Context: an optimization exercise on an open-source flow, tuned for small area. The choices shown serve that exercise and are no tape-out recipe. In this exercise RTL edits were held to simulation tests only and were not proved equivalent to the original. No run shown here takes its clock network from TritonCTS; it comes from the design's own scripts or RTL. The flow treats the clock pin as an ideal source. Dropping or thinning the clock tree relies on that and would not hold on a real chip. Power figures rest on the tool's default switching activity, not on a simulated workload.

File: design/flow/config.mk
export PLATFORM = sky130hd
export DESIGN_NAME = Top_FIFO_UART
export DESIGN_NICKNAME = Top_FIFO_UART
export VERILOG_FILES = /design/flow/design.v
export SDC_FILE = /design/flow/constraint.sdc
export NUM_CORES = 4
export LEC_CHECK = 0
export CAP_MARGIN = 20
export CORE_MARGIN = 2
export CORE_UTILIZATION = 40
export SLEW_MARGIN = 20
File: design/flow/constraint.sdc
create_clock -name core_clock -period 10.0 [get_ports {clk}]
set_input_delay 2.0000 -clock core_clock [delete_from_list [all_inputs] [get_ports {clk}]]
set_output_delay 2.0000 -clock core_clock [all_outputs]
set_load 0.01 [all_outputs]
File: design/flow/design.v
module Top_FIFO_UART(
    input  wire clk,
    input  wire rst,
    output wire tx,
    input  wire rx
    );
    reg [63:0] ring;
    reg [5:0]  a;         
    reg [7:0]  d;         
    reg [3:0]  k;         
    reg [2:0]  nm;        
    reg        txm;       
    reg        dph;       
    reg        b0, b1;    
    reg        tx_r;
    wire       tap  = ring[63];
    wire       idle = k[3] & ~k[0];
    wire       win  = ~k[3] & ~d[7];                    
    wire       bnd  = (a == 6'd0) & d[7] & d[5] & d[1];    
    wire       go   = idle & (a == 6'd63) & (txm | ~rx);
    wire       last = bnd & (k == 4'd7);                
    wire is0  = ~b0 & ~b1;
    wire is1  =  b0 & ~b1;
    wire is2  = ~b0 &  b1;
    wire full = (nm == 3'd6);
    wire nz   = (nm != 3'd7);
    wire ins   = ~txm & win & (a == {nm, 3'd7});
    wire chain = last & ~txm & (dph ? is2 : is1);       
    wire adv   = last & txm & nz;                       
    always @(posedge clk)
        ring <= {ring[62:0], ins ? rx : tap};
    always @(posedge clk)
        if (rst) a <= 0; else a <= a + {2'b01, last & ~adv, 2'b00, ~bnd | last};
    always @(posedge clk) begin
        if (idle | bnd)
            d <= 8'd0;
        else if (a == 6'd0)
            d <= d + 8'd1;
    end
    always @(posedge clk) begin
        if (rst)
            k <= 4'd8;
        else if (go)
            k <= 4'd15;
        else if (bnd)
            k <= k + 4'd1;
    end
    always @(posedge clk) begin
        if (~txm & ~dph & win) begin
            if (k == 4'd0) b0 <= rx;
            if (k == 4'd1) b1 <= rx;
            if (k[2] | k[1])
                if (rx != (k == 4'd4 || k == 4'd5)) begin
                    b0 <= 1'b1;
                    b1 <= 1'b1;
                end
        end
    end
    always @(posedge clk) begin
        if (rst) begin
            txm  <= 1'b0;
            dph  <= 1'b0;
            nm   <= 3'd7;
            tx_r <= 1'b1;
        end else if (go) begin
            if (txm)
                tx_r <= 1'b0;                   
        end else if (last) begin
            if (txm) begin
                txm  <= 1'b0;
                tx_r <= 1'b1;                   
                if (nz) begin
                    if (b0) nm <= nm - 3'd1;    
                end else if (b1)
                    nm <= 3'd0;                 
            end else begin
                if (dph & is0 & ~full)
                    nm <= nm + 3'd1;
                txm <= chain;
                dph <= ~dph & ~is1;
            end
        end else if (bnd & txm)
            tx_r <= tap & nz;
    end
    assign tx = tx_r;
endmodule
File: design/flow/flow/run.sh
#!/bin/bash
# The standard layout (standard.sh), with three changes that leave the
# registers exactly as the standard synthesis makes them:
#  - synthesis maps the logic with an area-oriented ABC script (area.abc)
#    and without the half/full-adder cells;
#  - the port buffers are the smallest buffer;
#  - the clock port drives four clock buffers, each at the centre of a
#    group of nearby registers, which drive the registers (cts.tcl),
#    instead of TritonCTS's tree.
set -euo pipefail
H=$(pwd)
ARGS=("BUFFER_PORTS_ARGS=-buffer_cell sky130_fd_sc_hd__buf_1")
MY_ABC_SCRIPT=$H/flow/area.abc make -C "$FLOW_HOME" DESIGN_CONFIG=$H/config.mk WORK_HOME=$H/orfs \
  CLKGATE_MAP_FILE= SYNTH_SCRIPT=$H/flow/synth.tcl ADDER_MAP_FILE= synth > $H/synth.log 2>&1
bash standard.sh "${ARGS[@]}" place > $H/place.log 2>&1
MY_CLK_BUF=sky130_fd_sc_hd__clkbuf_16 MY_CLK_N=4 make -C "$FLOW_HOME" DESIGN_CONFIG=$H/config.mk WORK_HOME=$H/orfs \
  "${ARGS[@]}" RUN_SCRIPT=$H/flow/cts.tcl RUN_LOG_NAME_STEM=4_1_cts run > $H/cts.log 2>&1
bash standard.sh "${ARGS[@]}" finish > $H/finish.log 2>&1
File: design/flow/flow/area.abc
strash
&get -n
&fraig -x
&put
dc2
strash
&get -n
&dch -f
&nf -R 1000
&put
File: design/flow/flow/cts.tcl
# Clock buffering in place of TritonCTS: the registers are split into
# MY_CLK_N groups by position (k-means); the clock port drives one clock
# buffer (MY_CLK_BUF) at the centre of each group, which drives the group's
# register clock pins. Otherwise as ORFS's cts.tcl (timing repair, detailed
# placement, outputs 4_1_cts.odb and 4_cts.sdc).
utl::set_metrics_stage "cts__{}"
source $::env(SCRIPTS_DIR)/load.tcl
erase_non_stage_variables cts
load_design 3_place.odb 3_place.sdc

set block [ord::get_db_block]
set dbu [$block getDbUnitsPerMicron]
set regs {}
foreach inst [$block getInsts] {
  if { [[$inst getMaster] isSequential] } {
    set bb [$inst getBBox]
    lappend regs [list [$inst getName] \
      [expr {([$bb xMin] + [$bb xMax]) / 2.0 / $dbu}] \
      [expr {([$bb yMin] + [$bb yMax]) / 2.0 / $dbu}]]
  }
}
# k-means on register positions, one clock buffer per cluster
set k $::env(MY_CLK_N)
set regs [lsort -real -index 1 $regs]
set n [llength $regs]
set cents {}
for {set i 0} {$i < $k} {incr i} {
  set r [lindex $regs [expr {int(($i + 0.5) * $n / $k)}]]
  lappend cents [list [lindex $r 1] [lindex $r 2]]
}
for {set it 0} {$it < 50} {incr it} {
  set sums {}
  for {set i 0} {$i < $k} {incr i} { lappend sums {0 0 0} }
  set assign {}
  foreach r $regs {
    set best 0; set bd 1e30
    for {set i 0} {$i < $k} {incr i} {
      set c [lindex $cents $i]
      set dd [expr {abs([lindex $r 1] - [lindex $c 0]) + abs([lindex $r 2] - [lindex $c 1])}]
      if { $dd < $bd } { set bd $dd; set best $i }
    }
    lappend assign $best
    set s [lindex $sums $best]
    lset sums $best [list [expr {[lindex $s 0] + [lindex $r 1]}] [expr {[lindex $s 1] + [lindex $r 2]}] [expr {[lindex $s 2] + 1}]]
  }
  set newc {}
  for {set i 0} {$i < $k} {incr i} {
    set s [lindex $sums $i]
    if { [lindex $s 2] > 0 } {
      lappend newc [list [expr {[lindex $s 0] / [lindex $s 2]}] [expr {[lindex $s 1] / [lindex $s 2]}]]
    } else {
      lappend newc [lindex $cents $i]
    }
  }
  set cents $newc
}
for {set i 0} {$i < $k} {incr i} {
  set pins {}
  foreach r $regs a $assign {
    if { $a == $i } { lappend pins [get_pins "[lindex $r 0]/CLK"] }
  }
  if { [llength $pins] == 0 } { continue }
  set c [lindex $cents $i]
  puts "clock buffer $i: [llength $pins] registers at $c"
  insert_buffer -buffer_cell $::env(MY_CLK_BUF) -net clk -load_pins $pins \
    -location $c -buffer_name clkbuf_leaf_$i -net_name clknet_leaf_$i
}
set_propagated_clock [all_clocks]

set_placement_padding -global \
  -left $::env(CELL_PAD_IN_SITES_DETAIL_PLACEMENT) \
  -right $::env(CELL_PAD_IN_SITES_DETAIL_PLACEMENT)
detailed_placement
log_cmd estimate_parasitics -placement
report_check_types -max_slew -max_capacitance -violators
if { !$::env(SKIP_CTS_REPAIR_TIMING) } {
  repair_timing_helper
  detailed_placement
}
check_placement -verbose
report_metrics 4 "cts final"
orfs_write_db $::env(RESULTS_DIR)/4_1_cts.odb
orfs_write_sdc $::env(RESULTS_DIR)/4_cts.sdc
File: design/flow/flow/synth.tcl
proc synth {args} { yosys synth -nofsm -noshare {*}$args }
proc abc {args} {
  set i [lsearch -exact $args -script]
  if { $i >= 0 && [info exists ::env(MY_ABC_SCRIPT)] } {
    set args [lreplace $args [expr {$i+1}] [expr {$i+1}] $::env(MY_ABC_SCRIPT)]
  }
  yosys abc {*}$args
}
source $::env(SCRIPTS_DIR)/synth.tcl
# left out here: clear keep_hierarchy, flatten, clean up, hide names made inside functions, write 1_2_yosys.v
File: design/flow/standard.sh
#!/bin/bash
# synth_recipe.tcl (not shown) runs the flow's synth.tcl, then flattens the netlist and writes it again
# the make line also repeats each setting of config.mk as NAME=value (left out here)
make -C /OpenROAD-flow-scripts/flow DESIGN_CONFIG=/design/flow/config.mk WORK_HOME=/design/flow/orfs CLKGATE_MAP_FILE= SYNTH_SCRIPT=/design/flow/synth_recipe.tcl "${@:-finish}"
==> results_dict.tcl, run 1 <==
set metrics [dict create \
    status "no timing/DRC/antenna violations" \
    async_reset_ff_frac 0 \
    dp_hpwl_mm 2.170 \
    p_per_area_nw_per_um2 197.1 \
    cts_setup_buffers 0 \
    antenna_found_initial 0 \
    timing.critical_path.buf_inv 2 \
    core_um2 5921 \
    finalSetupViolCount 0 \
    crit_type "in -> reg" \
    min_path_type "reg -> reg" \
    max_stage_delay_ns 0.48 \
    p_leak_uw 0.0009768 \
    fp.dieH_um 82.18 \
    rsz0062_at_grt "false" \
    start_util 0.4129 \
    post_drt_wl_per_cell_um 11.70 \
    wirelength_mm 3.322 \
    final_util 0.4476 \
    worstMarginPinSlew_ns 0.8790 \
    syn_avg_cell_area_um2 12.10 \
    post_cts_resized 0 \
    worstPathRequired_ns 10.03 \
    antennaDiodeCount 0 \
    synth-seq-area-share 0.7451 \
    finalPower_uw 522.3 \
    drt_iter0_drc 53 \
    slowest_stage "or4_1" \
    max_freq_ghz 0.3073 \
    die_x_um 82.18 \
    place.gp.congestion 0.7725 \
    synth_seq_cells 90 \
    path_cells "buf_1 -> clkinv_1 -> o21ai_0 -> or4_1 -> nand2_1 -> nand2_1 -> a221o_1" \
    critical-path-top-delay-family "simple AND/OR/NAND/NOR gates" \
    pin_count 4 \
    hold_viol_final 0 \
    synth_cells 202 \
    postLayoutCellArea_um2 2650 \
    fin_crit_sh 0.3254 \
    num_rows 28 \
    portBuffers 3 \
    netlist_area_um2 2445 \
    ant_nets 0 \
    drcViolationCount 0 \
    grt_pass1_vias 1213 \
    placed_cell_area_um2 2550 \
    drv_slew 0 \
    syn_to_final_growth_pct 8.393 \
    dr.pass1.iters 4 \
    endpoint_kind "register" \
    grt-ovfl-total 0 \
    fin_nets 214 \
    peakVddDrop_uv 130.0 \
    die_area_um2 6754 \
    cts.reportedPaths.clkPinSlew_ns 0.09 \
    fill_cells 553 \
    vias 1331 \
    slew_headroom 0.4078 \
    syn_nets 205 \
    yosys_warnings 1 \
    max_cap_viol_count 0 \
    clk_latency_ns 0.15 \
    synth_ff_type "dfxtp_1" \
    grt_pass1_wl_mm 5.720 \
    fin_skew_ns 0.009273 \
    drive_gt1_frac 0.01914 \
    crit_fanout 5 \
    synth-edff-count 2 \
    via_per_inst 4.687 \
    synth_cell_types 30 \
    crit_arrival_ns 3.29 \
    grt_util_all_layers 0.1036 \
    start_kind "primary input" \
    grt_max_degree 27 \
    cts-hold-fix-buffers 0 \
    cpMostUsedCell "nand2_1" \
    period_needed_ns 3.254 \
    tns_ns 0 \
]
-- sequential cells by signal, summed over array words and instances, names as in the netlist --
signal and count:
nm 3, a 6, b1 1, dph 1, k 4, tx_r 1, b0 1, ring 64
d 8, txm 1
-- cell usage after synthesis, types with 2 or more instances --
library cell	number	area share
o21ai_0	6	0.012
nand2_1	11	0.017
or3_1	2	0.0051
nand2b_1	2	0.0051
nor3_1	11	0.023
o211ai_1	3	0.0092
a211oi_1	3	0.0092
and2_0	3	0.0077
a21oi_1	22	0.045
clkinv_1	3	0.0046
edfxtp_1	2	0.025
or4_1	2	0.0061
nor2_1	15	0.023
o21a_1	5	0.015
dfxtp_1	88	0.72
xnor2_1	3	0.011
nor4_1	2	0.0051
nand4_1	2	0.0051
or2_0	2	0.0051
nand3_1	2	0.0041
and3_1	4	0.010
-- path summary, 6_finish.rpt --
kind	cells after the start	endpoint	from	slack, ns
max reg2reg	8	nm[2]	a[5]	7.14
min	0	ring[30]	ring[29]	0.33
max	7	tx_r	rx	6.75
min reg2reg	0	ring[30]	ring[29]	0.33
-- worst reg2reg max path: stages, from the launching register on --
cell      delay, ns
dfxtp_1        0.37
or4_1          0.52
nor3_1         0.32
nand4_1        0.22
or2_0          0.30
nor2_1         0.22
o211ai_1       0.24
o21a_1         0.22
or3_1          0.34
-- cells by family (layout without fill, tap and decap cells) --
group / Yosys count / in the layout / share of synthesized area
simple gates: 59 / 59 / 0.1197
buf+inv: 3 / 10 / 0.004606
flops: 90 / 90 / 0.7451
compound gates: 46 / 46 / 0.1162
xor+xnor: 4 / 4 / 0.01433
-- stage by stage --
step	worst slack (ns)	hold WS, ns	std cells
finish	6.746	0.3283	284
global route	6.686	0.3389	284
detailed placement	6.591	0.3121	280
global placement	6.633	0.3114	280
floorplan	6.779	0.3096	202
-- cells in the final DEF, fill, tap and decap left out, types with 3 or more instances in the layout --
master     count
dfxtp_1       88
a21oi_1       22
nor2_1        15
nor3_1        11
nand2_1       11
o21ai_0        6
o21a_1         5
and3_1         4
clkbuf_16      4
clkinv_1       3
xnor2_1        3
o211ai_1       3
and2_0         3
a211oi_1       3
buf_1          3
-- routing by layer --
layer / vias to the layer above / wire, um / global-route usage
met5: - / 0 / 0
met4: 0 / 51 / 0.01333
met3: 3 / 122 / 0.01413
met2: 9 / 1288 / 0.1540
met1: 597 / 1860 / 0.1632
li1: 722 / - / -
-- power breakdown --
group	switching, uW	total (uW)	internal, uW
logic	3.06	5.49	2.44
clock network	81.6	154	72.8
registers	1.80	362	361
-- final cells by class --
cell class | instances | area, um2 | share of cell area
Tap cell | 75 | 93.84 | 0.03541
Sequential cell | 90 | 1822 | 0.6874
Timing Repair Buffer | 3 | 11.26 | 0.004249
Clock buffer | 4 | 100.1 | 0.03777
Multi-Input combinational cell | 109 | 611.8 | 0.2309
Inverter | 3 | 11.26 | 0.004249
==> run 2, diff against run 1 <==
==> design/flow/flow/run.sh (replaced) <==
#!/bin/bash
# The standard layout (standard.sh), with three changes that leave the
# registers exactly as the standard synthesis makes them:
#  - synthesis maps the logic with an area-oriented ABC script (area.abc)
#    and without the half/full-adder cells;
#  - the port buffers are the smallest buffer;
#  - the clock port drives three clock buffers, each at the centre of a
#    group of nearby registers, which drive the registers (cts.tcl),
#    instead of TritonCTS's tree.
set -euo pipefail
H=$(pwd)
ARGS=("BUFFER_PORTS_ARGS=-buffer_cell sky130_fd_sc_hd__buf_1")
MY_ABC_SCRIPT=$H/flow/area.abc make -C "$FLOW_HOME" DESIGN_CONFIG=$H/config.mk WORK_HOME=$H/orfs \
  CLKGATE_MAP_FILE= SYNTH_SCRIPT=$H/flow/synth.tcl ADDER_MAP_FILE= synth > $H/synth.log 2>&1
bash standard.sh "${ARGS[@]}" place > $H/place.log 2>&1
MY_CLK_BUFS="sky130_fd_sc_hd__clkbuf_16 sky130_fd_sc_hd__clkbuf_16 sky130_fd_sc_hd__clkbuf_16" make -C "$FLOW_HOME" DESIGN_CONFIG=$H/config.mk WORK_HOME=$H/orfs \
  "${ARGS[@]}" RUN_SCRIPT=$H/flow/cts.tcl RUN_LOG_NAME_STEM=4_1_cts run > $H/cts.log 2>&1
bash standard.sh "${ARGS[@]}" finish > $H/finish.log 2>&1
==> design/flow/flow/cts.tcl (replaced) <==
utl::set_metrics_stage "cts__{}"
source $::env(SCRIPTS_DIR)/load.tcl
erase_non_stage_variables cts
load_design 3_place.odb 3_place.sdc

set block [ord::get_db_block]
set dbu [$block getDbUnitsPerMicron]
set regs {}
foreach inst [$block getInsts] {
  if { [[$inst getMaster] isSequential] } {
    set bb [$inst getBBox]
    lappend regs [list [$inst getName] \
      [expr {([$bb xMin] + [$bb xMax]) / 2.0 / $dbu}] \
      [expr {([$bb yMin] + [$bb yMax]) / 2.0 / $dbu}]]
  }
}
# Registers are grouped by position (k-means with group sizes capped in
# proportion to each buffer's drive), one clock buffer per group.
set bufs $::env(MY_CLK_BUFS)
set k [llength $bufs]
set n [llength $regs]
set wsum 0
foreach b $bufs { regexp {_(\d+)$} $b -> w; set wsum [expr {$wsum + $w}] }
set caps {}
foreach b $bufs { regexp {_(\d+)$} $b -> w; lappend caps [expr {int(ceil(double($n) * $w / $wsum))}] }
set regs [lsort -real -index 1 $regs]
set cents {}
for {set i 0} {$i < $k} {incr i} {
  set r [lindex $regs [expr {int(($i + 0.5) * $n / $k)}]]
  lappend cents [list [lindex $r 1] [lindex $r 2]]
}
proc cdist { r c } {
  return [expr {abs([lindex $r 1] - [lindex $c 0]) + abs([lindex $r 2] - [lindex $c 1])}]
}
for {set it 0} {$it < 50} {incr it} {
  # assign registers in order of how much they prefer their best group
  set order {}
  foreach r $regs {
    set ds {}
    for {set i 0} {$i < $k} {incr i} { lappend ds [cdist $r [lindex $cents $i]] }
    set sd [lsort -real $ds]
    lappend order [list [expr {[lindex $sd 0] - [lindex $sd end]}] $r $ds]
  }
  set order [lsort -real -index 0 $order]
  set cnt {}
  for {set i 0} {$i < $k} {incr i} { lappend cnt 0 }
  set assign {}
  foreach o $order {
    set ds [lindex $o 2]
    set best -1; set bd 1e30
    for {set i 0} {$i < $k} {incr i} {
      if { [lindex $cnt $i] < [lindex $caps $i] && [lindex $ds $i] < $bd } {
        set bd [lindex $ds $i]; set best $i
      }
    }
    lset cnt $best [expr {[lindex $cnt $best] + 1}]
    lappend assign [list [lindex $o 1] $best]
  }
  set newc {}
  for {set i 0} {$i < $k} {incr i} {
    set sx 0; set sy 0; set m 0
    foreach ra $assign {
      if { [lindex $ra 1] == $i } {
        set r [lindex $ra 0]
        set sx [expr {$sx + [lindex $r 1]}]; set sy [expr {$sy + [lindex $r 2]}]; incr m
      }
    }
    if { $m > 0 } { lappend newc [list [expr {$sx / $m}] [expr {$sy / $m}]] } else { lappend newc [lindex $cents $i] }
  }
  set cents $newc
}
for {set i 0} {$i < $k} {incr i} {
  set pins {}
  foreach ra $assign {
    if { [lindex $ra 1] == $i } { lappend pins [get_pins "[lindex [lindex $ra 0] 0]/CLK"] }
  }
  if { [llength $pins] == 0 } { continue }
  set c [lindex $cents $i]
  puts "clock buffer $i ([lindex $bufs $i]): [llength $pins] registers at $c"
  insert_buffer -buffer_cell [lindex $bufs $i] -net clk -load_pins $pins \
    -location $c -buffer_name clkbuf_leaf_$i -net_name clknet_leaf_$i
}
set_propagated_clock [all_clocks]

set_placement_padding -global \
  -left $::env(CELL_PAD_IN_SITES_DETAIL_PLACEMENT) \
  -right $::env(CELL_PAD_IN_SITES_DETAIL_PLACEMENT)
detailed_placement
log_cmd estimate_parasitics -placement
report_check_types -max_slew -max_capacitance -violators
if { !$::env(SKIP_CTS_REPAIR_TIMING) } {
  repair_timing_helper
  detailed_placement
}
check_placement -verbose
report_metrics 4 "cts final"
orfs_write_db $::env(RESULTS_DIR)/4_1_cts.odb
orfs_write_sdc $::env(RESULTS_DIR)/4_cts.sdc
==> results_dict.tcl, run 2 <==
set metrics [dict create \
    status "no timing/DRC/antenna violations" \
    cts-hold-fix-buffers 0 \
    endpoint_kind "register" \
    async_reset_ff_frac 0 \
    post_drt_wl_per_cell_um 11.59 \
    synth_cell_types 30 \
    p_seq_frac 0.717 \
    drt_iter0_drc 63 \
    portBuffers 3 \
    finalSetupViolCount 0 \
    die_x_um 82.18 \
    mostFrequentLayoutCell "dfxtp_1" \
    fin_nets 213 \
    reg_top3 "ring x64, d x8, a x6" \
    peakVddDrop_uv 170.6 \
    pin_count 4 \
    critical-path-top-delay-family "simple AND/OR/NAND/NOR gates" \
    start_util 0.4129 \
    dp_hpwl_mm 2.170 \
    post_cts_resized 0 \
    start_kind "primary input" \
    synth_top_area_cell "dfxtp_1" \
    synth_area_leaders "dfxtp_1, a21oi_1, edfxtp_1, nor2_1, nor3_1" \
    final-seq-area_um2 1822 \
    wirelength_mm 3.279 \
    netlist_area_um2 2445 \
    ant_nets 0 \
    dr.pass1.iters 4 \
    switching_share 0.1722 \
    slew_headroom 0.4146 \
    antenna_found_initial 0 \
    tns_ns 0 \
    worstPathRequired_ns 10.06 \
    crit_fanout 5 \
    synth-seq-area-share 0.7451 \
    via_per_inst 4.746 \
    drive_gt1_frac 0.01442 \
    p_per_area_nw_per_um2 192.7 \
    vias 1343 \
    fp.dieH_um 82.18 \
    crit_type "in -> reg" \
    hold_viol_final 0 \
    yosys.area.top_type_share 0.7206 \
    fill_cells 554 \
    syn_to_final_growth_pct 7.370 \
    synth_cells 202 \
    num_rows 28 \
    core_um2 5921 \
    syn_nets 205 \
    switchingPower_uw 87.12 \
    cts_setup_buffers 0 \
    whs_ns 0.3316 \
    path_cells "buf_1 -> clkinv_1 -> o21ai_0 -> or4_1 -> nand2_1 -> nand2_1 -> a221o_1" \
    max_stage_delay_ns 0.48 \
    drcViolationCount 0 \
    die_area_um2 6754 \
    max_freq_ghz 0.3103 \
    power.internal_uw 418.8 \
    clockPowerShare 0.272 \
    cpMostUsedCell "nand2_1" \
    synth_ff_type "dfxtp_1" \
    largest_register_ffs 64 \
    fin_skew_ns 0.005909 \
    combPwrFrac 0.011 \
    synth-edff-count 2 \
    synth_seq_cells 90 \
    synth_commonest_cells "dfxtp_1, a21oi_1, nor2_1, nand2_1, nor3_1" \
    timing.critical_path.buf_inv 2 \
    cts.reportedPaths.clkPinSlew_ns 0.11 \
    antennaDiodeCount 0 \
    yosys_warnings 1 \
    grt_max_degree 31 \
    final_util 0.4434 \
    p_leak_uw 0.0009645 \
    synth.most_common_cell "dfxtp_1" \
    max_cap_viol_count 0 \
    slowest_stage "or4_1" \
    multi_input_area_um2 611.8 \
    crit_arrival_ns 3.29 \
    clk_latency_ns 0.16 \
    worstMarginPinSlew_ns 0.8690 \
    drv_slew 0 \
    rsz0062_at_grt "false" \
    grt_util_all_layers 0.1014 \
    fin_crit_sh 0.3223 \
    grt_pass1_wl_mm 5.637 \
    place.gp.congestion 0.7725 \
    grt_pass1_vias 1187 \
    regMostFlops "ring" \
    syn_avg_cell_area_um2 12.10 \
    min_path_type "reg -> reg" \
    grt-ovfl-total 0 \
    final_cell_mix "dfxtp_1, a21oi_1, nor2_1" \
    period_needed_ns 3.223 \
]
[run 2: cell count changes in the layout (fill, tap and decap cells not counted), sizes merged]
cell,delta
clkbuf,-1
[run 2: kinds of logic (layout without fill, tap and decap cells)]
group / count (synthesis) / in the layout / share of synthesized area
simple gates: 59 / 59 / 0.1197
xor+xnor: 4 / 4 / 0.01433
compound gates: 46 / 46 / 0.1162
flops: 90 / 90 / 0.7451
buf+inv: 3 / 9 / 0.004606
[run 2: per-layer routing]
layer  part of all wire  routed length, um  vias up  track usage
met5                  0                  0        -            0
met1               0.56               1849      606       0.1623
met3              0.022                 72        5     0.007609
li1                   -                  -      720            -
met4              0.017                 55        0      0.01167
met2               0.40               1302       12       0.1532
[run 2: layout make-up]
cell class	instances	share of cell area
flip-flops and latches	90	0.6940
well taps	75	0.03575
inverters	3	0.004290
repair buffers	3	0.004290
clock buffers	3	0.02860
multi-input cells	109	0.2331
[run 2: final timing paths]
kind,startpoint,endpoint,slack [ns],cells past startpoint
max,rx,tx_r,6.78,7
min,ring[43],ring[44],0.33,0
max reg2reg,a[5],nm[2],7.11,8
min reg2reg,ring[43],ring[44],0.33,0
[run 2: power by group through the flow]
| stage | Clock [uW] | Combinational (uW) | Sequential (uW) |
|---|---|---|---|
| after floorplan | 0 | 3.89 | 370 |
| after global placement | 0 | 5.47 | 371 |
| after detailed placement | 0 | 5.57 | 371 |
| after CTS | 141 | 5.61 | 363 |
| after global routing | 156 | 6.26 | 363 |
| final | 138 | 5.54 | 363 |
[run 2: stage by stage]
stage                     std cells  power (uW)  worst slack, ns  area [um2]
after detailed placement        280       376.5            6.591        2550
after floorplan                 202       374.3            6.779        2445
final                           283       505.9            6.777        2625
after global routing            283       525.1            6.717        2625
after global placement          280       376.4            6.633        2550
[run 2: worst register-to-register path, cell delays in order (launching register included)]
cell and delay (ns):
dfxtp_1 0.38, or4_1 0.52, nor3_1 0.33, nand4_1 0.23
or2_0 0.30, nor2_1 0.22, o211ai_1 0.23, o21a_1 0.22
or3_1 0.34
==> run 3, diff against run 2 <==
--- a/design/flow/flow/run.sh
+++ b/design/flow/flow/run.sh
@@ -13,6 +13,6 @@
 MY_ABC_SCRIPT=$H/flow/area.abc make -C "$FLOW_HOME" DESIGN_CONFIG=$H/config.mk WORK_HOME=$H/orfs \
   CLKGATE_MAP_FILE= SYNTH_SCRIPT=$H/flow/synth.tcl ADDER_MAP_FILE= synth > $H/synth.log 2>&1
 bash standard.sh "${ARGS[@]}" place > $H/place.log 2>&1
-MY_CLK_BUFS="sky130_fd_sc_hd__clkbuf_16 sky130_fd_sc_hd__clkbuf_16 sky130_fd_sc_hd__clkbuf_16" make -C "$FLOW_HOME" DESIGN_CONFIG=$H/config.mk WORK_HOME=$H/orfs \
+MY_CLK_BUFS="sky130_fd_sc_hd__clkbuf_16 sky130_fd_sc_hd__clkbuf_16 sky130_fd_sc_hd__clkbuf_8" make -C "$FLOW_HOME" DESIGN_CONFIG=$H/config.mk WORK_HOME=$H/orfs \
   "${ARGS[@]}" RUN_SCRIPT=$H/flow/cts.tcl RUN_LOG_NAME_STEM=4_1_cts run > $H/cts.log 2>&1
 bash standard.sh "${ARGS[@]}" finish > $H/finish.log 2>&1
==> results_dict.tcl, run 3 <==
set metrics [dict create \
    synth_top_area_cell "dfxtp_1" \
    fin_skew_ns 0.01978 \
    grt-ovfl-total 0 \
    worstMarginPinSlew_ns 0.8741 \
    pin_count 4 \
    whs_ns 0.3255 \
    max_freq_ghz 0.3098 \
    p_seq_frac 0.732 \
    synth-seq-area-share 0.7451 \
    synth.most_common_cell "dfxtp_1" \
    async_reset_ff_frac 0 \
    status "no timing/DRC/antenna violations" \
    holdPathEnd "ring[3]" \
    max_stage_delay_ns 0.48 \
    netlist_area_um2 2445 \
    start_util 0.4129 \
    crit_arrival_ns 3.28 \
    via_per_inst 4.746 \
    fin_crit_sh 0.3228 \
    syn_nets 205 \
    synth_commonest_cells "dfxtp_1, a21oi_1, nor2_1, nand2_1, nor3_1" \
    endpoint_kind "register" \
    portBuffers 3 \
    switchingPower_uw 85.27 \
    rsz0062_at_grt "false" \
    r2r-start "a[5]" \
    dp_hpwl_mm 2.170 \
    cts.reportedPaths.clkPinSlew_ns 0.12 \
    antenna_found_initial 0 \
    grt_pass1_wl_mm 5.644 \
    final_util 0.4415 \
    cts_setup_buffers 0 \
    tns_ns 0 \
    max_cap_viol_count 0 \
    core_um2 5921 \
    min_path_type "reg -> reg" \
    syn_to_final_growth_pct 6.909 \
    whs_path_depth 0 \
    drcViolationCount 0 \
    p_per_area_nw_per_um2 189.5 \
    ant_nets 0 \
    fill_cells 555 \
    regMostFlops "ring" \
    die_area_um2 6754 \
    yosys_warnings 1 \
    fin_nets 213 \
    start_kind "primary input" \
    period_needed_ns 3.228 \
    finalSetupViolCount 0 \
    synth-xor-area-share 0.01433 \
    mostFrequentLayoutCell "dfxtp_1" \
    worstPathRequired_ns 10.06 \
    synth_cells 202 \
    post_cts_resized 0 \
    drt_iter0_drc 60 \
    synth_area_leaders "dfxtp_1, a21oi_1, edfxtp_1, nor2_1, nor3_1" \
    synth_fa_ha_area_frac 0 \
    num_rows 28 \
    die_x_um 82.18 \
    crit_fanout 5 \
    yosys.area.top_type_share 0.7206 \
    synthSimpleGateAreaFrac 0.1198 \
    synth_seq_cells 90 \
    slew_headroom 0.4111 \
    peakVddDrop_uv 151.4 \
    synthMuxAreaShare 0 \
    path_cells "buf_1 -> clkinv_1 -> o21ai_0 -> or4_1 -> nand2_1 -> nand2_1 -> a221o_1" \
    crit_type "in -> reg" \
    r2r_slack_ns 7.13 \
    synth_compound_area_frac 0.1162 \
    post_drt_wl_per_cell_um 11.54 \
    vias 1343 \
    largest_register_ffs 64 \
    drive_gt1_frac 0.01442 \
    combPwrFrac 0.011 \
    final-seq-area_um2 1822 \
    switching_share 0.1721 \
    reg_top3 "ring x64, d x8, a x6" \
    synth_top_family_by_area "simple AND/OR/NAND/NOR gates" \
    grt_pass1_vias 1197 \
    dr.pass1.iters 4 \
    slowest_stage "or4_1" \
    hold_viol_final 0 \
    final_cell_mix "dfxtp_1, a21oi_1, nor2_1" \
    cpMostUsedCell "nand2_1" \
    antennaDiodeCount 0 \
    grt_max_degree 37 \
    hp-start "ring[2]" \
    drv_slew 0 \
    multi_input_area_um2 611.8 \
    clockPowerShare 0.257 \
    syn_avg_cell_area_um2 12.10 \
    place.gp.congestion 0.7725 \
    r2r_end "nm[2]" \
    power.internal_uw 410.1 \
    synth_cell_types 30 \
    wirelength_mm 3.265 \
    p_leak_uw 0.0009594 \
    worstRegToRegCells 8 \
    cts-hold-fix-buffers 0 \
    synth-edff-count 2 \
    grt_util_all_layers 0.1017 \
    clk_latency_ns 0.18 \
    fp.dieH_um 82.18 \
    synth_ff_type "dfxtp_1" \
]
==> run 3: area by class of cell <==
class,instances,share of cell area
Sequential cell,90,0.6970
Multi-Input combinational cell,109,0.2341
Tap cell,75,0.03590
Clock buffer,3,0.02441
Timing Repair Buffer,3,0.004308
Inverter,3,0.004308
==> run 3: worst max-delay path by stage <==
stage	startpoint	end	slack (ns)	cells past startpoint
detailed placement	rx	tx_r	6.59	7
CTS	rx	tx_r	6.77	7
global placement	rx	tx_r	6.63	7
floorplan	rx	tx_r	6.78	6
finish	rx	tx_r	6.77	7
global route	rx	tx_r	6.71	7
==> run 3: metrics by stage <==
stage                     power [uW]  worst slack (ns)  instance area (um2)  cells
after floorplan                374.3             6.779                 2445    202
after global placement         376.4             6.633                 2550    280
after detailed placement       376.5             6.591                 2550    280
after global routing           515.7             6.708                 2614    283
final                          495.4             6.772                 2614    283
==> run 3: layer usage <==
metal,wire (um),vias to the layer above,global-route usage,part of all wire
li1,-,716,-,-
met1,1808,610,0.1611,0.55
met2,1313,12,0.1516,0.40
met3,71,5,0.008696,0.022
met4,72,0,0.01833,0.022
met5,0,-,0,0
==> run 3: power by group through the flow <==
stage	sequential [uW]	clock [uW]	combinational (uW)
global placement	371	0	5.47
floorplan	370	0	3.89
finish	363	127	5.50
detailed placement	371	0	5.57
CTS	363	133	5.59
global route	363	146	6.25
==> run 3: cell families (layout without fill, tap and decap cells) <==
kind of cell | count (synthesis) | count (layout)
flip-flops | 90 | 90
AND/OR/NAND/NOR | 59 | 59
AO/OA/AOI/OAI | 46 | 46
XOR/XNOR | 4 | 4
buffers and inverters | 3 | 9
==> run 3: critical path, delay by kind of cell <==
family	cells	cell delay (ns)
AOI/OAI and AO/OA	2	0.44
buffers and inverters	2	0.16
and+or+nand+nor	3	0.67
==> run 4, diff against run 3 <==
--- a/design/flow/design.v
+++ b/design/flow/design.v
@@ -30,7 +30,7 @@
     always @(posedge clk)
         ring <= {ring[62:0], ins ? rx : tap};
     always @(posedge clk)
-        if (rst) a <= 0; else a <= a + {2'b01, last & ~adv, 2'b00, ~bnd | last};
+        a <= a + {2'b01, last & ~adv, 2'b00, ~bnd | last};
     always @(posedge clk) begin
         if (idle | bnd)
             d <= 8'd0;
==> results_dict.tcl, run 4 <==
set metrics [dict create \
    status "no timing/DRC/antenna violations" \
    portBuffers 3 \
    worstRegToRegCells 11 \
    startpoint "rx" \
    worstPathRequired_ns 10.05 \
    syn_to_final_growth_pct 6.916 \
    whs_ns 0.3377 \
    slew_headroom 0.3598 \
    regMostFlops "ring" \
    pin_count 4 \
    via_per_inst 4.737 \
    slowest_stage "nand4_1" \
    clk_latency_ns 0.17 \
    synth_ff_type "dfxtp_1" \
    rsz0062_at_grt "false" \
    mostFrequentLayoutCell "dfxtp_1" \
    max_freq_ghz 0.3248 \
    grt_max_degree 37 \
    synth_top_area_cell "dfxtp_1" \
    p_leak_uw 0.0009613 \
    die_x_um 82.14 \
    synth_area_leaders "dfxtp_1, a21oi_1, nor2_1, edfxtp_1, xor2_1" \
    grt_util_all_layers 0.1007 \
    switching_share 0.1658 \
    cts.reportedPaths.clkPinSlew_ns 0.11 \
    postLayoutCellArea_um2 2611 \
    die_area_um2 6747 \
    fill_cells 541 \
    antenna_found_initial 0 \
    r2r_slack_ns 6.96 \
    crit_fanout 5 \
    vias 1331 \
    yosys.area.top_type_share 0.7213 \
    core_um2 5921 \
    fin_crit_sh 0.3079 \
    drive_gt1_frac 0.01456 \
    grt_pass1_vias 1246 \
    dp_hpwl_mm 2.113 \
    placed_cell_area_um2 2547 \
    synth_seq_cells 90 \
    peakVddDrop_uv 166.0 \
    synth-edff-count 2 \
    start_util 0.4125 \
    drcViolationCount 0 \
    r2r-start "a[5]" \
    cts_setup_buffers 0 \
    final_cell_mix "dfxtp_1, nor2_1, a21oi_1" \
    syn_avg_cell_area_um2 12.21 \
    place.gp.congestion 0.7153 \
    period_needed_ns 3.079 \
    finalWorstSetupSlack_ns 6.921 \
    max_cap_viol_count 0 \
    wirelength_mm 3.148 \
    final-seq-area_um2 1822 \
    async_reset_ff_frac 0 \
    timing.critical_path.buf_inv 1 \
    cts-hold-fix-buffers 0 \
    min_path_type "reg -> reg" \
    holdPathEnd "ring[16]" \
    fp.dieH_um 82.14 \
    synth_cell_types 30 \
    largest_register_ffs 64 \
    start_kind "primary input" \
    ant_nets 0 \
    tns_ns 0 \
    fin_skew_ns 0.01724 \
    hold_viol_final 0 \
    whs_path_depth 0 \
    synth-seq-area-share 0.7459 \
    p_seq_frac 0.737 \
    syn_nets 203 \
    fin_nets 211 \
    antennaDiodeCount 0 \
    critical-path-top-delay-family "simple AND/OR/NAND/NOR gates" \
    post_drt_wl_per_cell_um 11.20 \
    finalSetupViolCount 0 \
    switchingPower_uw 80.84 \
    yosys_warnings 1 \
    num_rows 28 \
    grt_pass1_wl_mm 5.616 \
    power.internal_uw 406.6 \
    drt_iter0_drc 60 \
    drv_slew 0 \
    crit_arrival_ns 3.12 \
    clockPowerShare 0.259 \
    dr.pass1.iters 4 \
    synth_cells 200 \
    hp-start "ring[15]" \
    endpoint_kind "register" \
    preCtsSetupSlack_ns 6.752 \
    crit_type "in -> reg" \
    path_cells "buf_1 -> nor2b_1 -> nor3_1 -> nand4_1 -> nand2_1 -> nand2_1 -> a21oi_1 -> o21ai_0" \
    grt-ovfl-total 0 \
    post_cts_resized 0 \
    synth_commonest_cells "dfxtp_1, nor2_1, a21oi_1, nand2_1, nor3_1" \
    r2r_end "tx_r" \
    netlist_area_um2 2442 \
    max_stage_delay_ns 0.19 \
    p_per_area_nw_per_um2 186.7 \
    combPwrFrac 0.004 \
    cpMostUsedCell "nand2_1" \
    multi_input_area_um2 613.1 \
    reg_top3 "ring x64, d x8, a x6" \
    synth.most_common_cell "dfxtp_1" \
    worstMarginPinSlew_ns 0.9502 \
]
-- run 4: layout make-up --
class                   instances  share of cell area
clock buffers                   3             0.02444
inverters                       2            0.002875
multi-input cells             108              0.2348
flip-flops and latches         90              0.6977
well taps                      75             0.03594
repair buffers                  3            0.004312
-- run 4: metrics by stage --
| stage | std cells | utilization | power [uW] |
|---|---|---|---|
| 2_1_floorplan | 200 | - | 368.1 |
| 3_3_place_gp | 278 | 0.4303 | 369.2 |
| 3_5_place_dp | 278 | 0.4303 | 369.3 |
| 5_1_grt | 281 | 0.4410 | 505.7 |
| 6_report | 281 | 0.4410 | 487.5 |
-- run 4: cells by family after synthesis --
logic type / synth area share
AO/OA/AOI/OAI: 0.07685
XOR/XNOR: 0.03945
flip-flops: 0.7459
buffers and inverters: 0.003075
AND/OR/NAND/NOR: 0.1260
multiplexers: 0.008709
-- run 4: metal layers --
metal,wire length (um),track usage,share of wire,vias to the layer above
met5,0,0,0,-
met4,15,0.005000,0.0048,0
met3,96,0.01087,0.030,2
met2,1342,0.1699,0.43,11
met1,1693,0.1472,0.54,620
li1,-,-,-,698
-- run 4: power groups by stage --
stage	Clock [uW]	Combinational [uW]	Sequential (uW)
floorplan	0	0.570	368
global placement	0	1.68	368
detailed placement	0	1.72	368
CTS	132	1.74	359
global route	144	1.92	360
finish	126	1.71	359
-- run 4: worst max path at each step --
stage	cells after the start	to	slack [ns]
2_1_floorplan	7	tx_r	7.09
3_3_place_gp	8	tx_r	6.84
3_5_place_dp	8	tx_r	6.75
4_1_cts	8	tx_r	6.93
5_1_grt	11	tx_r	6.64
6_report	8	tx_r	6.92
-- run 4: worst register-to-register path, cell delays in order, from the launching register on --
cell	delay (ns)
dfxtp_1	0.36
or4_1	0.52
nor3_1	0.31
nand4_1	0.29
nor3_1	0.38
a21oi_1	0.16
nor2_1	0.21
nand4_1	0.20
nand2_1	0.16
nand2_1	0.07
a21oi_1	0.15
o21ai_0	0.11
==> run 5, diff against run 4 <==
--- a/design/flow/flow/run.sh
+++ b/design/flow/flow/run.sh
@@ -13,6 +13,6 @@
 MY_ABC_SCRIPT=$H/flow/area.abc make -C "$FLOW_HOME" DESIGN_CONFIG=$H/config.mk WORK_HOME=$H/orfs \
   CLKGATE_MAP_FILE= SYNTH_SCRIPT=$H/flow/synth.tcl ADDER_MAP_FILE= synth > $H/synth.log 2>&1
 bash standard.sh "${ARGS[@]}" place > $H/place.log 2>&1
-MY_CLK_BUFS="sky130_fd_sc_hd__clkbuf_16 sky130_fd_sc_hd__clkbuf_16 sky130_fd_sc_hd__clkbuf_8" make -C "$FLOW_HOME" DESIGN_CONFIG=$H/config.mk WORK_HOME=$H/orfs \
+MY_CLK_BUFS="sky130_fd_sc_hd__clkbuf_8 sky130_fd_sc_hd__clkbuf_8 sky130_fd_sc_hd__clkbuf_8 sky130_fd_sc_hd__clkbuf_8" make -C "$FLOW_HOME" DESIGN_CONFIG=$H/config.mk WORK_HOME=$H/orfs \
   "${ARGS[@]}" RUN_SCRIPT=$H/flow/cts.tcl RUN_LOG_NAME_STEM=4_1_cts run > $H/cts.log 2>&1
 bash standard.sh "${ARGS[@]}" finish > $H/finish.log 2>&1
--- a/design/flow/config.mk
+++ b/design/flow/config.mk
@@ -7,5 +7,6 @@
 export LEC_CHECK = 0
 export CAP_MARGIN = 20
 export CORE_MARGIN = 2
-export CORE_UTILIZATION = 40
+export CORE_UTILIZATION = 70
+export PLACE_DENSITY = 0.9
 export SLEW_MARGIN = 20
==> results_dict.tcl, run 5 <==
set metrics [dict create \
    crit_fanout 6 \
    drive_gt1_frac 0.01932 \
    via_per_inst 5.692 \
    die_area_um2 3978 \
    grt_max_degree 24 \
    fp.dieH_um 63.07 \
    fill_cells 205 \
    crit_type "reg -> reg" \
    peakVddDrop_uv 164.1 \
    syn_nets 203 \
    largest_register_ffs 64 \
    p_per_area_nw_per_um2 186.5 \
    synth_area_leaders "dfxtp_1, a21oi_1, nor2_1, edfxtp_1, xor2_1" \
    grt-ovfl-total 0 \
    netlist_area_um2 2442 \
    use_met3 0.02679 \
    postLayoutCellArea_um2 2566 \
    num_rows 21 \
    synth_cell_types 30 \
    wirelength_mm 4.080 \
    reg_top3 "ring x64, d x8, a x6" \
    slew_headroom 0.4065 \
    yosys.area.top_type_share 0.7213 \
    regMostFlops "ring" \
    drv_slew 0 \
    final_util 0.7690 \
    grt_pass1_wl_mm 6.872 \
    endpoint_kind "register" \
    syn_to_final_growth_pct 5.072 \
    synth_commonest_cells "dfxtp_1, nor2_1, a21oi_1, nand2_1, nor3_1" \
    fin_nets 212 \
    max_cap_viol_count 0 \
    cts-hold-fix-buffers 0 \
    die_x_um 63.07 \
    dp_hpwl_mm 2.617 \
    antennaDiodeCount 0 \
    synth_ff_type "dfxtp_1" \
    cts_setup_buffers 0 \
    ant_nets 0 \
    rsz0062_at_grt "false" \
    place.gp.congestion 0.9062 \
    max_freq_ghz 0.2940 \
    antenna_found_initial 0 \
    synth.most_common_cell "dfxtp_1" \
    synth_seq_cells 90 \
    drt_iter0_drc 136 \
    clk_latency_ns 0.17 \
    grt_util_all_layers 0.2152 \
    crit_arrival_ns 3.46 \
    dr.pass1.iters 4 \
    finalSetupViolCount 0 \
    placed_cell_area_um2 2511 \
    worstPathRequired_ns 10.06 \
    vias 1440 \
    grtUsageMet2 0.4016 \
    drcViolationCount 0 \
    yosys_warnings 1 \
    min_path_type "reg -> reg" \
    post_drt_wl_per_cell_um 16.13 \
    period_needed_ns 3.402 \
    p_leak_uw 0.0009582 \
    grt_pass1_vias 1474 \
    synth_top_area_cell "dfxtp_1" \
    syn_avg_cell_area_um2 12.21 \
    start_util 0.7319 \
    portBuffers 3 \
    fin_crit_sh 0.3402 \
    mostFrequentLayoutCell "dfxtp_1" \
    cts.reportedPaths.clkPinSlew_ns 0.12 \
    core_um2 3337 \
    final_cell_mix "dfxtp_1, nor2_1, a21oi_1" \
    status "no timing/DRC/antenna violations" \
    synth-seq-area-share 0.7459 \
    post_cts_resized 0 \
    fin_skew_ns 0.009105 \
    top_usage_layer "met2" \
    synth_cells 200 \
    worstMarginPinSlew_ns 0.8809 \
    hold_viol_final 0 \
    async_reset_ff_frac 0 \
    tns_ns 0 \
    start_kind "register" \
    met1_usage 0.2680 \
    synth-edff-count 2 \
    pin_count 4 \
]
==> run 5: power breakdown <==
group	total, uW	switching (uW)	internal [uW]
combinational	1.84	1.32	0.523
sequential	359	0.000000000000135	359
clock	117	79.7	37.6
==> run 5: cells by family (layout without fill, tap and decap cells) <==
| family | Yosys count | after routing | synth area share |
|---|---|---|---|
| muxes | 2 | 2 | 0.008709 |
| AOI/OAI and AO/OA | 32 | 32 | 0.07685 |
| xor gates and xnor gates | 11 | 11 | 0.03945 |
| and+or+nand+nor | 63 | 63 | 0.1260 |
| buffers and inverters | 2 | 9 | 0.003075 |
| DFF | 90 | 90 | 0.7459 |
==> run 5: path summary, 6_finish.rpt <==
kind | start | to | slack (ns) | depth (start not counted)
worst max-delay path | a[5] | tx_r | 6.60 | 11
worst min-delay path | ring[23] | ring[24] | 0.34 | 0
worst max register to register | a[5] | tx_r | 6.60 | 11
worst min register to register | ring[23] | ring[24] | 0.34 | 0
==> run 5: worst max-delay path, cell delays in order, from the launching register on <==
cell and delay [ns]:
dfxtp_1 0.39, or4_1 0.54, nor3_1 0.30, nand4_1 0.29, nor3_1 0.49, a21oi_1 0.20, nor2_1 0.28, nand4_1 0.22
nand2_1 0.16, nand2_1 0.07, a21oi_1 0.21, o21ai_0 0.13
==> run 5: layer usage <==
metal  vias up  share of wire
li1        701              -
met1       672           0.41
met2        55           0.52
met3        12          0.055
met4         0          0.023
met5         -              0
==> run 5: per-stage QoR <==
stage / setup WS (ns) / cells / total power, uW / hold slack [ns]
3_3_place_gp: 6.861 / 249 / 369.1 / 0.3128
5_1_grt: 6.402 / 253 / 492.2 / 0.3457
6_report: 6.598 / 253 / 478.6 / 0.3357
2_1_floorplan: 7.094 / 200 / 368.1 / 0.3096
3_5_place_dp: 6.779 / 249 / 369.3 / 0.3132
==> run 5: area by class of cell <==
class,instances,area [um2],area share
clock buffers,4,55.05,0.02145
inverters,2,7.507,0.002925
multi-input cells,108,613.1,0.2389
flip-flops and latches,90,1822,0.7099
well taps,46,57.56,0.02243
repair buffers,3,11.26,0.004388
==> run 6, diff against run 5 <==
--- a/design/flow/flow/run.sh
+++ b/design/flow/flow/run.sh
@@ -4,7 +4,7 @@
 #  - synthesis maps the logic with an area-oriented ABC script (area.abc)
 #    and without the half/full-adder cells;
 #  - the port buffers are the smallest buffer;
-#  - the clock port drives three clock buffers, each at the centre of a
+#  - the clock port drives four clock buffers, each at the centre of a
 #    group of nearby registers, which drive the registers (cts.tcl),
 #    instead of TritonCTS's tree.
 set -euo pipefail
==> results_dict.tcl, run 6 <==
set metrics [dict create \
    dp_hpwl_mm 2.617 \
    crit_type "reg -> reg" \
    ant_nets 0 \
    min_path_type "reg -> reg" \
    fin_crit_sh 0.3402 \
    place.gp.congestion 0.9062 \
    netlist_area_um2 2442 \
    path_cells "or4_1 -> nor3_1 -> nand4_1 -> nor3_1 -> a21oi_1 -> nor2_1 -> nand4_1 -> nand2_1 -> nand2_1 -> a21oi_1 -> o21ai_0" \
    fin_skew_ns 0.009105 \
    synth_area_leaders "dfxtp_1, a21oi_1, nor2_1, edfxtp_1, xor2_1" \
    timing.critical_path.buf_inv 0 \
    syn_to_final_growth_pct 5.072 \
    syn_nets 203 \
    largest_register_ffs 64 \
    synth-xor-area-share 0.03945 \
    fill_cells 205 \
    grt-ovfl-total 0 \
    finalSetupViolCount 0 \
    p_leak_uw 0.0009582 \
    crit_fanout 6 \
    grt_max_degree 24 \
    drcViolationCount 0 \
    drive_gt1_frac 0.01932 \
    start_kind "register" \
    die_x_um 63.07 \
    clk_latency_ns 0.17 \
    worstMarginPinSlew_ns 0.8809 \
    crit_arrival_ns 3.46 \
    met1_usage 0.2680 \
    pin_count 4 \
    fin_nets 212 \
    synth.most_common_cell "dfxtp_1" \
    peakVddDrop_uv 164.1 \
    multi_input_area_um2 613.1 \
    grtUsageMet2 0.4016 \
    post_drt_wl_per_cell_um 16.13 \
    fp.dieH_um 63.07 \
    grt_util_all_layers 0.2152 \
    synth_cell_types 30 \
    drv_slew 0 \
    slowest_stage "or4_1" \
    synth_top_area_cell "dfxtp_1" \
    synth_cells 200 \
    dr.pass1.iters 4 \
    top_usage_layer "met2" \
    final_cells 253 \
    post_cts_resized 0 \
    die_area_um2 3978 \
    synth_ff_type "dfxtp_1" \
    async_reset_ff_frac 0 \
    critical-path-top-delay-family "simple AND/OR/NAND/NOR gates" \
    cts-hold-fix-buffers 0 \
    dpl.cell_count 249 \
    antennaDiodeCount 0 \
    yosys.area.top_type_share 0.7213 \
    yosys_warnings 1 \
    status "no timing/DRC/antenna violations" \
    wirelength_mm 4.080 \
    final_cell_mix "dfxtp_1, nor2_1, a21oi_1" \
    synth_compound_area_frac 0.07684 \
    max_cap_viol_count 0 \
    mostFrequentLayoutCell "dfxtp_1" \
    num_rows 21 \
    synth_fa_ha_area_frac 0 \
    via_per_inst 5.692 \
    worstPathRequired_ns 10.06 \
    p_per_area_nw_per_um2 186.5 \
    synthMuxAreaShare 0.008709 \
    max_stage_delay_ns 0.54 \
    synthSimpleGateAreaFrac 0.1260 \
    final_util 0.7690 \
    synth_top_family_by_area "simple AND/OR/NAND/NOR gates" \
    grt_pass1_wl_mm 6.872 \
    final-seq-area_um2 1822 \
    portBuffers 3 \
    synth_seq_cells 90 \
    period_needed_ns 3.402 \
    endpoint_kind "register" \
    start_util 0.7319 \
    reg_top3 "ring x64, d x8, a x6" \
    synth-edff-count 2 \
    max_freq_ghz 0.2940 \
    synth_commonest_cells "dfxtp_1, nor2_1, a21oi_1, nand2_1, nor3_1" \
    syn_avg_cell_area_um2 12.21 \
    core_um2 3337 \
    cts_setup_buffers 0 \
    hold_viol_final 0 \
    slew_headroom 0.4065 \
    drt_iter0_drc 136 \
    use_met3 0.02679 \
    grt_pass1_vias 1474 \
    finalPower_uw 478.6 \
    synth-seq-area-share 0.7459 \
    rsz0062_at_grt "false" \
    tns_ns 0 \
    vias 1440 \
    cts.reportedPaths.clkPinSlew_ns 0.12 \
    regMostFlops "ring" \
    antenna_found_initial 0 \
]
-- run 6: cell counts in the layout (fill, tap and decap cells not counted) --
Identical to the previous run, type by type.
-- run 6: logic make-up after synthesis --
family / after synthesis
compound gates: 32
flops: 90
buf+inv: 2
simple gates: 63
xor+xnor: 11
mux: 2
-- run 6: path summary, 6_finish.rpt --
check,from,to,slack (ns),cells past startpoint
setup / recovery,a[5],tx_r,6.60,11
hold / removal,ring[23],ring[24],0.34,0
setup reg to reg,a[5],tx_r,6.60,11
hold reg to reg,ring[23],ring[24],0.34,0
-- run 6: stage by stage --
stage               instance area (um2)  hold slack (ns)  setup WS [ns]
floorplan                          2442           0.3096          7.094
global placement                   2511           0.3128          6.861
detailed placement                 2511           0.3132          6.779
global route                       2566           0.3457          6.402
finish                             2566           0.3357          6.598
-- run 6: cell type report --
class / count / area share
clock buffer: 4 / 0.02145
sequential: 90 / 0.7099
inverter: 2 / 0.002925
multi-input combinational: 108 / 0.2389
tap: 46 / 0.02243
timing repair buffer: 3 / 0.004388
-- run 6: where the power goes --
group          internal [uW]     switching (uW)
clock                   37.6               79.7
combinational          0.523               1.32
sequential               359  0.000000000000135
-- run 6: metal layers --
| metal | wire length [um] | vias up |
|---|---|---|
| li1 | - | 701 |
| met1 | 1653 | 672 |
| met2 | 2105 | 55 |
| met3 | 225 | 12 |
| met4 | 95 | 0 |
| met5 | 0 | - |

==> separate check: timing with driven ports <==
In the flow no input, the clock included, has a driving cell. The finished layouts below were timed again as built, in two steps.
Step 1: set_driving_cell puts a clkbuf_16 on clk and a buf_2 on each other input, an assumption about the parent block.
Step 2, shift: input delay + t, output delay - t, t = (earliest + latest rising clock arrival at the registers) / 2. This alone moves slack from input paths to output paths.
a / b / c = ideal ports / drivers / drivers and shift; a / b = the first two.
| run | t, ns | setup WS [ns] | pins driven straight from the clock port |
|---|---|---|---|
| run 1 | 0.216 | 6.746 / 6.798 / 6.582 | 4 |
| run 2 | 0.218 | 6.777 / 6.815 / 6.597 | 3 |
| run 3 | 0.225 | 6.772 / 6.810 / 6.584 | 3 |
| run 4 | 0.216 | 6.921 / 6.951 / 6.734 | 3 |
| run 5 | 0.220 | 6.598 / 6.598 / 6.598 | 4 |
| run 6 | 0.220 | 6.598 / 6.598 / 6.598 | 4 |
After both steps every run listed still meets setup and hold. The setup slack of run 3, which loses most, moves by +0.038 ns with the drivers and by -0.188 ns with both steps.
